From an optimization exercise on the open Yosys and OpenROAD flow, aimed at small area and a short achievable clock period; shortcuts taken in it are not production practice. Function was checked by simulation only, so behaviour that the tests miss may differ from the original. No activity file was given, so power comes from the tool's default toggle rates.

Design fpadd_40, start of the top module:
module fpadd_40(x_40,y_40,res_40,clk_40,rst_40);
input  [31:0] x_40, y_40;
output [31:0] res_40;
input  clk_40, rst_40;
wire [7:0] ex = x_40[30:23];
wire [7:0] ey = y_40[30:23];
wire [8:0] dxy = {1'b0, ex} - {1'b0, ey};
wire [7:0] dyx = ey - ex;
wire       ge  = ~dxy[8];                    
wire [4:0] cxy = (dxy[7:0] > 8'd24) ? 5'd31 : dxy[4:0];   
wire [4:0] cyx = (dyx > 8'd24) ? 5'd31 : dyx[4:0];
wire       swap = y_40[30:0] > x_40[30:0];   
wire       hx   = |x_40[30:0];
wire       hy   = |y_40[30:0];
reg [22:0] fx1, fy1;
reg        hb1, sw1, sx1, sy1, sub1;
reg [7:0]  ea1;
reg [4:0]  d1;
always @(posedge clk_40) begin
  fx1  <= x_40[22:0];
  fy1  <= y_40[22:0];
  hb1  <= hx & hy;                            
  sw1  <= swap;
  ea1  <= ge ? ex : ey;
  d1   <= ge ? cxy : cyx;
  sx1  <= x_40[31] & (hx | hy);               
  sy1  <= y_40[31];
  sub1 <= x_40[31] ^ y_40[31];
end
wire [22:0] fa = sw1 ? fy1 : fx1;
wire        sg1 = sw1 ? sy1 : sx1;
wire [23:0] sb = {hb1, sw1 ? fx1 : fy1};
wire [24:0] b0 = {sb, 1'b0};
wire [24:0] b1 = d1[4] ? {16'd0, b0[24:16]} : b0;
wire [24:0] b2 = d1[3] ? { 8'd0, b1[24:8]}  : b1;
wire [24:0] b3 = d1[2] ? { 4'd0, b2[24:4]}  : b2;
wire [24:0] b4 = d1[1] ? { 2'd0, b3[24:2]}  : b3;
wire [24:0] b5 = d1[0] ? { 1'd0, b4[24:1]}  : b4;
reg [24:1] smask;
integer k;
always @(*) begin
  for (k = 1; k < 25; k = k + 1)
    smask[k] = (d1 > k) && (d1 <= k + 20) && (d1 <= 5'd24);
end
wire sticky = |(b0[24:1] & smask);
wire [25:0] aw = {2'b01, fa, 1'b0};
wire [25:0] bw = {sub1, b5 ^ {25{sub1}}};
wire [25:0] pw = aw ^ bw;
wire [25:0] gw = aw & bw;
reg [25:0] p2;
reg [23:1] g2;            
reg [7:0]  ea2;
reg        ci2, sg2;
  ...
For scale: roughly 1,700 cells after synthesis, about 190 flip-flops, about 98 I/O pins, ~0.011 mm² of cells after synthesis.
clock: 5.0 ns
lec_check: 0
abc_area: 1
cap_margin: 20
core_margin: 2
core_utilization: 40
cts_buf_list: sky130_fd_sc_hd__clkbuf_8
cts_cluster_size: 24
setup_slack_margin: 2.6
slew_margin: 20
standard.sh (not shown) runs the stock make flow with config.mk's settings and CLKGATE_MAP_FILE= SYNTH_SCRIPT=/design/flow/synth_recipe.tcl, a recipe that flattens the netlist after the stock synthesis.
==> flow/flow/run.sh <==
#!/bin/bash
# Standard ORFS layout with two changes: synthesis leaves adders to ABC
# (ADDER_MAP_FILE empty, so no half/full-adder cells are extracted; the
# synthesis script itself is the standard flow's, unchanged), and the port buffers are
# buf_2 cells. Full make output in make_finish.log, each step's log under
# orfs/logs/.
set -euo pipefail
bash standard.sh finish 'ADDER_MAP_FILE=' 'BUFFER_PORTS_ARGS=-buffer_cell sky130_fd_sc_hd__buf_2' > make_finish.log 2>&1
Edit:
--- a/flow/config.mk
+++ b/flow/config.mk
@@ -13,3 +13,3 @@
 export CTS_CLUSTER_SIZE = 24
-export SETUP_SLACK_MARGIN = 2.6
+export SETUP_SLACK_MARGIN = 2.9
 export SLEW_MARGIN = 20
Result:
- clock-buffer cell count is unchanged
- total power increases by a few percent
- routed wire length increases by a few percent
- clock power increases by a few percent
- worst hold slack barely changes
- synthesized area stays the same
- fmax increases by roughly a tenth
- sequential power barely changes

========
Starting RTL as in the previous note.
Design fpadd_40, start of the top module:
module fpadd_40(x_40,y_40,res_40,clk_40,rst_40);
input  [31:0] x_40, y_40;
output [31:0] res_40;
input  clk_40, rst_40;
wire [7:0] ex = x_40[30:23];
wire [7:0] ey = y_40[30:23];
wire [8:0] dxy = {1'b0, ex} - {1'b0, ey};
wire [7:0] dyx = ey - ex;
wire       ge  = ~dxy[8];                    
wire [4:0] cxy = (dxy[7:0] > 8'd24) ? 5'd31 : dxy[4:0];   
wire [4:0] cyx = (dyx > 8'd24) ? 5'd31 : dyx[4:0];
wire       swap = y_40[30:0] > x_40[30:0];   
wire       hx   = |x_40[30:0];
wire       hy   = |y_40[30:0];
reg [22:0] fx1, fy1;
reg        hb1, sw1, sx1, sy1, sub1;
reg [7:0]  ea1;
reg [4:0]  d1;
always @(posedge clk_40) begin
  fx1  <= x_40[22:0];
  fy1  <= y_40[22:0];
  hb1  <= hx & hy;                            
  sw1  <= swap;
  ea1  <= ge ? ex : ey;
  d1   <= ge ? cxy : cyx;
  sx1  <= x_40[31] & (hx | hy);               
  sy1  <= y_40[31];
  sub1 <= x_40[31] ^ y_40[31];
end
wire [22:0] fa = sw1 ? fy1 : fx1;
wire        sg1 = sw1 ? sy1 : sx1;
wire [23:0] sb = {hb1, sw1 ? fx1 : fy1};
wire [24:0] b0 = {sb, 1'b0};
  ...
export LEC_CHECK = 0
export ABC_AREA = 1
export CAP_MARGIN = 20
export CORE_MARGIN = 2
export CORE_UTILIZATION = 40
export CTS_BUF_LIST = sky130_fd_sc_hd__clkbuf_8
export CTS_CLUSTER_SIZE = 24
export SETUP_SLACK_MARGIN = 3.0
export SLEW_MARGIN = 20
create_clock -name core_clock -period 5.0 [get_ports {clk_40}]
Scripts as last shown in full above: flow/flow/run.sh
Rerun with:
Settings changed: ABC_AREA 1 to 0, SETUP_SLACK_MARGIN 3.0 to 2.8.
After rerunning:
- The new run completed without violations
- die area shrinks by 6.6%
- wire length shrinks by 13%
- utilization grows by 1.2 points
- area after synthesis falls by 6.7%
- global-route usage drops by 1.2 points
- sequential cell count is unchanged
- via count decreases by 19%
- worst setup slack loses 1100 ps
Rerun with:
==> flow/flow/run.sh (replaced) <==
#!/bin/bash
# Standard ORFS layout with two changes: synthesis leaves adders to ABC
# (ADDER_MAP_FILE empty, so no half/full-adder cells are extracted; the
# synthesis script itself is the standard flow's, unchanged), the port buffers are
# buf_2 cells, and timing repair does not clone gates. Full make output in make_finish.log, each step's log under
# orfs/logs/.
set -euo pipefail
bash standard.sh finish 'ADDER_MAP_FILE=' 'BUFFER_PORTS_ARGS=-buffer_cell sky130_fd_sc_hd__buf_2' 'SKIP_GATE_CLONING=1' > make_finish.log 2>&1
Settings changed: ABC_AREA 0 to 1, SETUP_SLACK_MARGIN 2.8 to 3.0, TNS_END_PERCENT set to 5.
Synthesized area increases by a little under a tenth. Hold slack barely changes. Clock power stays flat. Non-clock buffer count decreases by 23. Die area increases by a little under a tenth. Cell area increases by a few percent. Power increases by a few percent. Wire length increases by roughly a tenth.
Rerun with:
==> flow/flow/run.sh (replaced) <==
#!/bin/bash
# Standard ORFS layout, with the port buffers made from buf_2 cells instead
# of the resizer's default pick. Each step's full log stays under orfs/logs/.
set -euo pipefail
bash standard.sh finish 'BUFFER_PORTS_ARGS=-buffer_cell sky130_fd_sc_hd__buf_2' > make_finish.log 2>&1
Settings changed: SETUP_SLACK_MARGIN 3.0 to 2.7, TNS_END_PERCENT 5 to not set.
Total power went up by 3.0%.
Critical path depth went up by 3.
Synthesized area went up by 0.90%.
Wire length went up by 2.9%.
Count of clock-buffer cells in the layout went up by 1.
Non-clock buffer count went down by 9.
Utilization went down by 1.5 points.

-- what the ideal ports hide --
The flow's constraints put no driver on any port. The routed layouts listed below were extracted and timed again, unchanged, in two steps.
Step 1 assumes that a clkbuf_16 drives the clock port and a buf_2 every other input.
Step 2 adds t to the input delays and takes it off the output delays; t is the mean of the earliest and latest rising clock arrival at the registers after step 1. Input paths then give back, and output paths get back, about the clock's delay inside the block.
Three values: no drivers, after step 1, after step 2; two values: the first two.
| run | t (ns) | setup slack, ns | worst data-port slew with drivers (ns) |
|---|---|---|---|
| the first run of note 1 | 0.518 | 2.732 / 2.732 / 2.291 | 0.03 |
| the second run of note 1 | 0.516 | 2.953 / 2.976 / 2.459 | 0.04 |
| the first run of note 2 | 0.506 | 2.991 / 3.001 / 2.501 | 0.07 |
| the second run of note 2 | 0.497 | 1.922 / 1.929 / 1.432 | 0.05 |
| the third run of note 2 | 0.514 | 2.918 / 2.924 / 2.411 | 0.06 |
| the fourth run of note 2 | 0.507 | 2.714 / 2.714 / 2.276 | 0.04 |
After both steps every run listed still meets setup and hold. For the third run of note 2, which loses most, drivers alone change the setup slack by +0.006 ns; drivers and shift together by -0.507 ns.
